Source: an optimization exercise on an open RTL-to-GDS flow (aim: small area, a short achievable clock period and few clock cycles per item). Production flows keep margins and buffers that such runs may drop.
The RTL was checked by simulation tests, not by an equivalence proof against the original design.
The flow treats the clock pin as an ideal source. Dropping or thinning the clock tree relies on that and would not hold on a real chip.
Power and IR drop assume default switching activity.

job 7275:
## Log2
module Log2(
  input clk,
  input reset,
  input h,
  output reg flag,
  input [7:0] in,
  output reg [7:0] out
);
==> flow/config.mk <==
export PLATFORM = sky130hd
export DESIGN_NAME = Log2
export DESIGN_NICKNAME = Log2
export VERILOG_FILES = /design/flow/design.v
export SDC_FILE = /design/flow/constraint.sdc
export NUM_CORES = 4
export LEC_CHECK = 0
export CAP_MARGIN = 20
export CORE_AREA = 2.5 2.5 61.5 61.5
export DIE_AREA = 0 0 64 64
export SLEW_MARGIN = 20
==> flow/constraint.sdc <==
create_clock -name core_clock -period 10.0 [get_ports {clk}]
set_input_delay 2.0000 -clock core_clock [delete_from_list [all_inputs] [get_ports {clk}]]
set_output_delay 2.0000 -clock core_clock [all_outputs]
set_load 0.01 [all_outputs]
standard.sh (not shown) runs the stock make flow with config.mk's settings and CLKGATE_MAP_FILE= SYNTH_SCRIPT=/design/flow/synth_recipe.tcl, a recipe that flattens the netlist after the stock synthesis.
==> flow/flow/run.sh <==
#!/bin/bash
# Standard ORFS layout with these changes:
#  - synthesis maps the logic with the ABC script in flow/abc_area.script
#    (same synthesis script otherwise, so registers keep their names and types);
#  - port buffers are sky130_fd_sc_hd__buf_1 instead of the default delay buffer;
#  - extra make settings: 
set -euo pipefail
rm -rf myscripts
cp -r "$FLOW_HOME/scripts" myscripts
cp flow/abc_area.script myscripts/abc_area.script
bash standard.sh synth ABC_AREA=1 SCRIPTS_DIR="$PWD/myscripts" > synth.log 2>&1
bash standard.sh finish "CTS_ARGS=-root_buf sky130_fd_sc_hd__clkbuf_8 -buf_list sky130_fd_sc_hd__clkbuf_8 -dont_use_dummy_load -repair_clock_nets"  "BUFFER_PORTS_ARGS=-buffer_cell sky130_fd_sc_hd__buf_1" > layout.log 2>&1
==> flow/flow/abc_area.script <==
strash
dch
map -D 1800
topo
upsize -D 1800
dnsize -D 1800
In summary, job 7275 completed successfully, with a layout that passed the timing, design-rule and antenna checks.
Testbench counts of job 7275, summed over its fixed seeds: cycles 8,192, conversions 4,096.
Inputs modified between job 7275 and job 4036:
-- flow/flow/run.sh --
<<< job 7275, line 12
bash standard.sh finish "CTS_ARGS=-root_buf sky130_fd_sc_hd__clkbuf_8 -buf_list sky130_fd_sc_hd__clkbuf_8 -dont_use_dummy_load -repair_clock_nets"  "BUFFER_PORTS_ARGS=-buffer_cell sky130_fd_sc_hd__buf_1" > layout.log 2>&1
>>> job 4036, line 12
bash standard.sh finish "CTS_ARGS=-sink_clustering_enable -sink_clustering_size 20 -sink_clustering_max_diameter 200 -dont_use_dummy_load -repair_clock_nets"  "BUFFER_PORTS_ARGS=-buffer_cell sky130_fd_sc_hd__buf_1" > layout.log 2>&1
==> flow/flow/abc_area.script <==
strash
dch
map -D 1700
topo
upsize -D 1700
dnsize -D 1700
==> comparison <==
Taking job 4036 over job 7275, the total internal power ratio works out to 0.880. Share of total power in the clock network down 5.8 points in job 4036 wrt job 7275. Via count in job 4036 is 2.6% lower than in job 7275. Job 7275 consumes more power than job 4036. From job 7275 to job 4036 the numbers moved as follows: share of the clock period used by the worst path rose 0.29 points; first-pass GRT wire length rose about 2.8%; remaining number of nets flagged by the antenna check after routing about even. [compare] base=job 7275 new=job 4036: register-to-register slack decreased 0.03 ns, amount of wire on met3 after detailed routing increased about 8%. In the tables for job 4036 and job 7275, post-route cell area reads higher with job 7275. Fraction of the mapped netlist area in compound gates delta for job 4036 relative to job 7275: 1.5 points higher.
Modified inputs, job 3959 compared to job 4036
-- flow/flow/run.sh --
<<< job 4036, line 12
bash standard.sh finish "CTS_ARGS=-sink_clustering_enable -sink_clustering_size 20 -sink_clustering_max_diameter 200 -dont_use_dummy_load -repair_clock_nets"  "BUFFER_PORTS_ARGS=-buffer_cell sky130_fd_sc_hd__buf_1" > layout.log 2>&1
>>> job 3959, line 12
bash standard.sh finish SETUP_SLACK_MARGIN=6.95 SETUP_MOVE_SEQUENCE=sizeup,swap "CTS_ARGS=-sink_clustering_enable -sink_clustering_size 20 -sink_clustering_max_diameter 200 -dont_use_dummy_load -repair_clock_nets"  "BUFFER_PORTS_ARGS=-buffer_cell sky130_fd_sc_hd__buf_1" > layout.log 2>&1
==> flow/flow/abc_area.script <==
strash
dch
map -D 1800
topo
upsize -D 1800
dnsize -D 1800
Going from job 4036 to job 3959, the area after synthesis was found to have gone down by 0.96%. The lower area growth from synthesis to layout came out of job 4036. Compared to job 4036, job 3959 has wire length of the first global-routing pass about 3.6% lower. The run with more routed wire is job 3959, not job 4036. Job 4036 was smaller in final cell area than job 3959. Lower static leakage goes to job 4036 over job 3959. On job 3959: worst hold slack is 0.0057 ns lower than what job 4036 gave. When the final numbers for job 4036 and job 3959 were put side by side, the standard cell area after detailed placement turned out to be greater in job 4036. Job 3959 ended with less pin slew with the least headroom to its limit than job 4036. Job 3959 | stages: all done | timing, DRC, antenna: all pass. Job 3959 ended with less clock network fraction of design power than job 4036.
Here is what was changed in the inputs of job 1756 compared with job 3959.
-- flow/flow/run.sh --
<<< job 3959, line 12
bash standard.sh finish SETUP_SLACK_MARGIN=6.95 SETUP_MOVE_SEQUENCE=sizeup,swap "CTS_ARGS=-sink_clustering_enable -sink_clustering_size 20 -sink_clustering_max_diameter 200 -dont_use_dummy_load -repair_clock_nets"  "BUFFER_PORTS_ARGS=-buffer_cell sky130_fd_sc_hd__buf_1" > layout.log 2>&1
>>> job 1756, line 12
bash standard.sh finish "CTS_ARGS=-sink_clustering_enable -sink_clustering_size 20 -sink_clustering_max_diameter 200 -dont_use_dummy_load -repair_clock_nets"  "BUFFER_PORTS_ARGS=-buffer_cell sky130_fd_sc_hd__buf_1" > layout.log 2>&1
==> flow/flow/abc_area.script <==
strash
dch
map -D 1800
topo
upsize -D 1500
dnsize -D 1500
==> run notes <==
The final reports for job 1756 and job 3959 show power lower in the former.
Flip-flop and latch area came out exactly the same in job 3959 and job 1756.
Growth of design area from synthesis to finish: job 3959 and job 1756 compared, higher one is job 3959
## Diff of input files: job 1879 against job 1756
==> flow/flow/abc_area.script <==
strash
dch
map -D 1800
topo
upsize -D 1800
dnsize -D 1800
-- flow/config.mk --
<<< job 1756, line 11
export SLEW_MARGIN = 20
>>> job 1879, line 11
export SLEW_MARGIN = 80
==> run notes <==
- Relative to job 1756, count of plain and timing-repair buffers increased by 1 in job 1879.
- Diff job 1756 -> job 1879 | final critical-path share of the clock period | increase of 1.8 points
- Job 1879 vs job 1756 — area of all placed cells without fillers climbed by a little under 10%
- Of job 1879 and job 1756, the run reporting the lower fraction of area in clock buffers and inverters was job 1879.
- Compared to job 1756, job 1879 has fraction of final layout cells sized beyond drive strength 1 7.1 points higher.
- Cmp job 1879 and job 1756 / total number of vias / lower: job 1756
- Detailed-route wire length in job 1879 vs job 1756: up about 4.5%
Input-level comparison between job 2006 and job 1879:
-- flow/flow/run.sh --
<<< job 1879, line 6
#  - extra make settings: 
>>> job 2006, line 6
#  - the clock tree is a single clkbuf_8 between the clock port and the ten
#    registers (all registers get the same clock arrival), instead of an H-tree.
<<< job 1879, line 11
>>> job 2006, line 12
python3 - <<'PY'
p = 'myscripts/cts.tcl'
s = open(p).read()
old = 'log_cmd clock_tree_synthesis {*}$cts_args'
assert old in s
new = '''# place the one clock buffer at the centre of the registers it drives
set clk_net [[ord::get_db_block] findNet clk]
set sx 0
set sy 0
set sn 0
foreach iterm [$clk_net getITerms] {
  lassign [[$iterm getInst] getLocation] ix iy
  set sx [expr {$sx + $ix}]
  set sy [expr {$sy + $iy}]
  incr sn
}
set cx [ord::dbu_to_microns [expr {$sx / $sn}]]
set cy [ord::dbu_to_microns [expr {$sy / $sn}]]
puts "clock buffer at $cx $cy for $sn registers"
log_cmd insert_buffer -buffer_cell sky130_fd_sc_hd__clkbuf_8 -net [get_nets clk] -location [list $cx $cy] -buffer_name clkbuf_root -net_name clk_root
set_propagated_clock [all_clocks]'''
open(p, 'w').write(s.replace(old, new))
PY
<<< job 1879, line 12
bash standard.sh finish "CTS_ARGS=-sink_clustering_enable -sink_clustering_size 20 -sink_clustering_max_diameter 200 -dont_use_dummy_load -repair_clock_nets"  "BUFFER_PORTS_ARGS=-buffer_cell sky130_fd_sc_hd__buf_1" > layout.log 2>&1
>>> job 2006, line 36
bash standard.sh finish SCRIPTS_DIR="$PWD/myscripts" "BUFFER_PORTS_ARGS=-buffer_cell sky130_fd_sc_hd__buf_1" > layout.log 2>&1
-- flow/config.mk --
<<< job 1879, line 11
export SLEW_MARGIN = 80
>>> job 2006, line 11
export SLEW_MARGIN = 20
--- outcome ---
Logic gate share of total power down 0.7 points in job 2006 wrt job 1879
Job 2006 vs job 1879: critical path arrival up
Job 2006 vs job 1879, number of fillers in the final layout went down by 8.
Compared with job 1879, in job 2006 share of the final layout cell area in sequential cells rose 2.1 points; via density per instance saw a decrease; largest stage delay on the critical path grew by 0.18 ns; fraction of met2 tracks used by global routing fell 1.3 points; share of final-layout standard cells stronger than drive strength 1 saw a decrease.
Post-route standard cell area excluding fillers was lower in the run labelled job 2006.
The run with more routed wire is job 1879, not job 2006.
In job 2006 the design's own scripts or RTL, not TritonCTS, make the clock network.

---

## run A
Log2, a different RTL version from the one above (not shown whole).
For scale: roughly 130 cells after synthesis, about 930 sq um of cells after synthesis.
clock: 10.0 ns
lec_check: 0
cap_margin: 20
core_area: 2.5 2.5 61.5 61.5
die_area: 0 0 64 64
slew_margin: 20
==> flow/flow/run.sh <==
#!/bin/bash
# Standard ORFS layout with these changes:
#  - synthesis maps the logic with the ABC script in flow/abc_area.script
#    (same synthesis script otherwise, so registers keep their names and types);
#  - port buffers are sky130_fd_sc_hd__buf_1 instead of the default delay buffer;
#  - extra make settings: 
set -euo pipefail
rm -rf myscripts
cp -r "$FLOW_HOME/scripts" myscripts
cp flow/abc_area.script myscripts/abc_area.script
bash standard.sh synth ABC_AREA=1 SCRIPTS_DIR="$PWD/myscripts" > synth.log 2>&1
bash standard.sh finish "CTS_ARGS=-sink_clustering_enable -sink_clustering_size 20 -sink_clustering_max_diameter 200 -dont_use_dummy_load -repair_clock_nets"  "BUFFER_PORTS_ARGS=-buffer_cell sky130_fd_sc_hd__buf_1" > layout.log 2>&1
==> flow/flow/abc_area.script <==
strash
dch
map -D 1400
topo
buffer -p
upsize -D 1400
dnsize -D 1400
The flow did not stop early for run A: all stages ran, and the layout cleared the timing, design-rule and antenna checks.
Testbench counts of run A, summed over its fixed seeds: cycles 8,192, conversions 4,096.
Setup changes, run A to run B
-- flow/flow/run.sh --
<<< run A, line 6
#  - extra make settings: 
>>> run B, line 6
#  - the clock tree is a single clkbuf_8 between the clock port and the ten
#    registers (all registers get the same clock arrival), instead of an H-tree.
<<< run A, line 11
>>> run B, line 12
python3 - <<'PY'
p = 'myscripts/cts.tcl'
s = open(p).read()
old = 'log_cmd clock_tree_synthesis {*}$cts_args'
assert old in s
new = '''# place the one clock buffer at the centre of the registers it drives
set clk_net [[ord::get_db_block] findNet clk]
set sx 0
set sy 0
set sn 0
foreach iterm [$clk_net getITerms] {
  lassign [[$iterm getInst] getLocation] ix iy
  set sx [expr {$sx + $ix}]
  set sy [expr {$sy + $iy}]
  incr sn
}
set cx [ord::dbu_to_microns [expr {$sx / $sn}]]
set cy [ord::dbu_to_microns [expr {$sy / $sn}]]
puts "clock buffer at $cx $cy for $sn registers"
log_cmd insert_buffer -buffer_cell sky130_fd_sc_hd__clkbuf_8 -net [get_nets clk] -location [list $cx $cy] -buffer_name clkbuf_root -net_name clk_root
set_propagated_clock [all_clocks]'''
open(p, 'w').write(s.replace(old, new))
PY
<<< run A, line 12
bash standard.sh finish "CTS_ARGS=-sink_clustering_enable -sink_clustering_size 20 -sink_clustering_max_diameter 200 -dont_use_dummy_load -repair_clock_nets"  "BUFFER_PORTS_ARGS=-buffer_cell sky130_fd_sc_hd__buf_1" > layout.log 2>&1
>>> run B, line 36
bash standard.sh finish SCRIPTS_DIR="$PWD/myscripts" "BUFFER_PORTS_ARGS=-buffer_cell sky130_fd_sc_hd__buf_1" > layout.log 2>&1
==> flow/flow/abc_area.script <==
strash
dch
map -D 1300
topo
buffer -p
upsize -D 1300
dnsize -D 1300
Notes after the runs:
Compared with run A, via count in run B increased by a little under 10%. Run B ends up with a detailed placer's ending HPWL that is 16% higher than in run A. NOTE: area growth from synthesis to final layout in run B falls short of that of run A. Compared with run A, run B shows wire length reported by the detailed router that has gone up by more than 10%.
[inputs] run C vs run B
==> flow/flow/run.sh <==
#!/bin/bash
# Standard ORFS layout with these changes:
#  - synthesis maps the logic with the ABC script in flow/abc_area.script
#    (same synthesis script otherwise, so registers keep their names and types);
#  - port buffers are sky130_fd_sc_hd__buf_1 instead of the default delay buffer;
#  - extra make settings: 
set -euo pipefail
rm -rf myscripts
cp -r "$FLOW_HOME/scripts" myscripts
cp flow/abc_area.script myscripts/abc_area.script
bash standard.sh synth ABC_AREA=1 SCRIPTS_DIR="$PWD/myscripts" > synth.log 2>&1
bash standard.sh finish  "BUFFER_PORTS_ARGS=-buffer_cell sky130_fd_sc_hd__buf_1" > layout.log 2>&1
==> flow/flow/abc_area.script <==
strash
dch
map -D 1400
topo
buffer -p
upsize -D 1400
dnsize -D 1400
Notes after the runs:
Run C | status: complete | timing, DRC, antenna: pass
~same largest incremental delay on the critical path in run B and run C
Reported for run B and run C, die area turned out identical to the last digit.
The final reports for run C and run B show share of total power in combinational logic lower in the former.
Relative to run B, worst slack at placement has decreased by 0.026 ns in run C.
Run C vs. run B: number of cells on the critical path now sits lower; cell leakage power went down about 7%; growth of design area from synthesis to finish now larger.
The clock power reported for run C is greater than that of run B by about 90%.
From run B to run C the numbers moved as follows: routed length on met1 went down by about 14%; post-synthesis average cell area went down by 0.12 sq um.
Inputs modified between run C and run D:
-- flow/flow/run.sh --
<<< run C, line 6
#  - extra make settings: 
>>> run D, line 6
#  - the clock tree is a single clkbuf_4 between the clock port and the ten
#    registers (all registers get the same clock arrival), instead of an H-tree.
<<< run C, line 11
>>> run D, line 12
python3 - <<'PY'
p = 'myscripts/cts.tcl'
s = open(p).read()
old = 'log_cmd clock_tree_synthesis {*}$cts_args'
assert old in s
new = '''set clk_loads {}
foreach pin [get_pins -of_objects [get_nets clk] -filter "direction == input"] { lappend clk_loads $pin }
log_cmd insert_buffer -buffer_cell sky130_fd_sc_hd__clkbuf_4 -net [get_nets clk] -buffer_name clkbuf_root -net_name clk_root
set_propagated_clock [all_clocks]'''
open(p, 'w').write(s.replace(old, new))
PY
<<< run C, line 12
bash standard.sh finish  "BUFFER_PORTS_ARGS=-buffer_cell sky130_fd_sc_hd__buf_1" > layout.log 2>&1
>>> run D, line 24
bash standard.sh finish SCRIPTS_DIR="$PWD/myscripts" "BUFFER_PORTS_ARGS=-buffer_cell sky130_fd_sc_hd__buf_1" > layout.log 2>&1
- Run D ended with more clock-pin slew on the worst setup and hold paths than run C.
- From run C to run D the numbers moved as follows: fmax saw an increase, core utilization of the finished layout went down 0.86 points, routed length per instance lower, area of all placed cells without fillers now sits lower.
- Arrival time of data at the critical path endpoint (higher): run D
- Highest layer used for signal routing = met4: run C; highest layer used for signal routing = met3: run D
- Run D reports its end of the critical path as out[3]$_DFFE_PP_ while run C reports out[7].
- On clock network fraction of total power: between run D and run C, it ends up higher for run C.
The clock cells of run B and run D come from the design's own scripts or RTL, not from TritonCTS.

---

Another version of the RTL of Log2 (not shown whole).
Size: ~10 flip-flops.
// Log2
module Log2(
  input clk,
  input reset,
  input h,
  output reg flag,
  input [7:0] in,
  output reg [7:0] out
);
clock: 10.0 ns
lec_check: 0
cap_margin: 20
core_margin: 2
core_utilization: 40
slew_margin: 20
==> flow/flow/run.sh <==
#!/bin/bash
# Standard ORFS layout with two changes:
#  - synthesis maps the logic with an area-oriented ABC script (flow/abc_area.script);
#  - port buffers are sky130_fd_sc_hd__buf_2 instead of the default delay buffer.
set -euo pipefail
rm -rf myscripts
cp -r "$FLOW_HOME/scripts" myscripts
cp flow/abc_area.script myscripts/abc_area.script
bash standard.sh synth ABC_AREA=1 SCRIPTS_DIR="$PWD/myscripts" > synth.log 2>&1
bash standard.sh finish SETUP_SLACK_MARGIN=7.3 "BUFFER_PORTS_ARGS=-buffer_cell sky130_fd_sc_hd__buf_2" > layout.log 2>&1
==> flow/flow/abc_area.script <==
strash
dch
map -D 2000
topo
buffer -p
upsize -D 2000
dnsize -D 2000
Testbench counts at the start, summed over its fixed seeds: cycles 8,192, conversions 4,096.
Change:
--- a/flow/flow/run.sh
+++ b/flow/flow/run.sh
@@ -9,2 +9,2 @@
 bash standard.sh synth ABC_AREA=1 SCRIPTS_DIR="$PWD/myscripts" > synth.log 2>&1
-bash standard.sh finish SETUP_SLACK_MARGIN=7.3 "BUFFER_PORTS_ARGS=-buffer_cell sky130_fd_sc_hd__buf_2" > layout.log 2>&1
+bash standard.sh finish "BUFFER_PORTS_ARGS=-buffer_cell sky130_fd_sc_hd__buf_2" > layout.log 2>&1
==> flow/flow/abc_area.script (replaced) <==
strash
dch
amap
topo
The changed run passed the timing, design-rule and antenna checks.
Non-clock buffer count came out lower by 30.
Critical path depth rose by 13.
First-iteration DRC count came out higher by 130%.
Change:
--- a/flow/flow/run.sh
+++ b/flow/flow/run.sh
@@ -9,2 +9,2 @@
 bash standard.sh synth ABC_AREA=1 SCRIPTS_DIR="$PWD/myscripts" > synth.log 2>&1
-bash standard.sh finish "BUFFER_PORTS_ARGS=-buffer_cell sky130_fd_sc_hd__buf_2" > layout.log 2>&1
+bash standard.sh finish SETUP_SLACK_MARGIN=7.3 "BUFFER_PORTS_ARGS=-buffer_cell sky130_fd_sc_hd__buf_2" > layout.log 2>&1
Result: The changed run passed the timing, design-rule and antenna checks; critical path depth came out higher by 3; routed wire length is higher by 48%; flip-flop and latch count does not change; design area goes up by 51%; via count grows by 18%; hold slack gains 0.012 ns; maximum frequency goes up by 30%.
Change:
==> flow/flow/run.sh (replaced) <==
#!/bin/bash
# Standard ORFS layout with these changes:
#  - synthesis maps the logic with the ABC script in flow/abc_area.script
#    (same synthesis script otherwise, so registers keep their names and types);
#  - port buffers are sky130_fd_sc_hd__buf_2 instead of the default delay buffer;
#  - extra make settings: 
set -euo pipefail
rm -rf myscripts
cp -r "$FLOW_HOME/scripts" myscripts
cp flow/abc_area.script myscripts/abc_area.script
bash standard.sh synth ABC_AREA=1 SCRIPTS_DIR="$PWD/myscripts" > synth.log 2>&1
bash standard.sh finish  "BUFFER_PORTS_ARGS=-buffer_cell sky130_fd_sc_hd__buf_2" > layout.log 2>&1
==> flow/flow/abc_area.script (replaced) <==
strash
dch
map -D 2000
topo
upsize -D 2000
dnsize -D 2000
=>
- The changed run finished with timing, DRC and antenna clean
- sequential share of layout area climbs by 7.5 points
- hold slack is better by 0.013 ns
- non-clock buffer count drops by 34
- sequential cell count stays the same
- count of clock-buffer cells in the layout drops by 1
- design area drops by 28%

==> separate check: timing with driven ports <==
How much do the figures lean on ideal ports? The routed layouts below were timed once more, with nothing changed but the port constraints. Step 1: set_driving_cell puts a clkbuf_16 on clk and a buf_2 on each other input, an assumption about the parent block. Step 2 times the ports against the registers' clock, not the clock port: input delays grow and output delays shrink by t, the midpoint of the rising clock arrivals with the driver on. a / b / c = no drivers / after step 1 / after step 2; a / b = the first two.
| run | shift t [ns] | slack for setup (ns) | hold slack, ns | slew at the worst register clock pin (ns) |
|---|---|---|---|---|
| job 7275 | 0.253 | 6.998 / 6.998 / 6.998 | 0.529 / 0.529 / 0.529 | 0.04 / 0.04 |
| job 4036 | 0.274 | 6.969 / 6.969 / 6.969 | 0.537 / 0.537 / 0.537 | 0.06 / 0.06 |
| job 3959 | 0.269 | 6.941 / 6.924 / 7.035 | 0.532 / 0.532 / 0.532 | 0.06 / 0.06 |
| job 1756 | 0.272 | 7.004 / 6.988 / 7.004 | 0.532 / 0.532 / 0.532 | 0.06 / 0.06 |
| job 1879 | 0.274 | 6.824 / 6.806 / 6.910 | 0.535 / 0.535 / 0.535 | 0.06 / 0.06 |
| job 2006 | 0.146 | 7.004 / 7.004 / 7.004 | 0.532 / 0.532 / 0.532 | 0.06 / 0.06 |
| run A | 0.278 | 7.001 / 6.984 / 7.065 | 0.559 / 0.559 / 0.559 | 0.07 / 0.07 |
| run B | 0.149 | 7.105 / 7.089 / 7.105 | 0.553 / 0.553 / 0.553 | 0.07 / 0.07 |
| run C | 0.281 | 7.004 / 6.988 / 7.075 | 0.559 / 0.559 / 0.559 | 0.07 / 0.07 |
| run D | 0.178 | 7.076 / 7.074 / 7.076 | 0.564 / 0.564 / 0.564 | 0.11 / 0.11 |
| the first run of note 3 | 0.282 | 7.051 / 7.033 / 7.095 | 0.492 / 0.492 / 0.492 | 0.07 / 0.07 |
| the second run of note 3 | 0.278 | 5.728 / 5.728 / 5.728 | 0.447 / 0.447 / 0.447 | 0.07 / 0.07 |
| the third run of note 3 | 0.285 | 6.724 / 6.724 / 6.724 | 0.460 / 0.460 / 0.460 | 0.07 / 0.07 |
| the fourth run of note 3 | 0.278 | 6.854 / 6.854 / 6.854 | 0.473 / 0.473 / 0.473 | 0.07 / 0.07 |
After both steps every run listed still meets setup and hold.
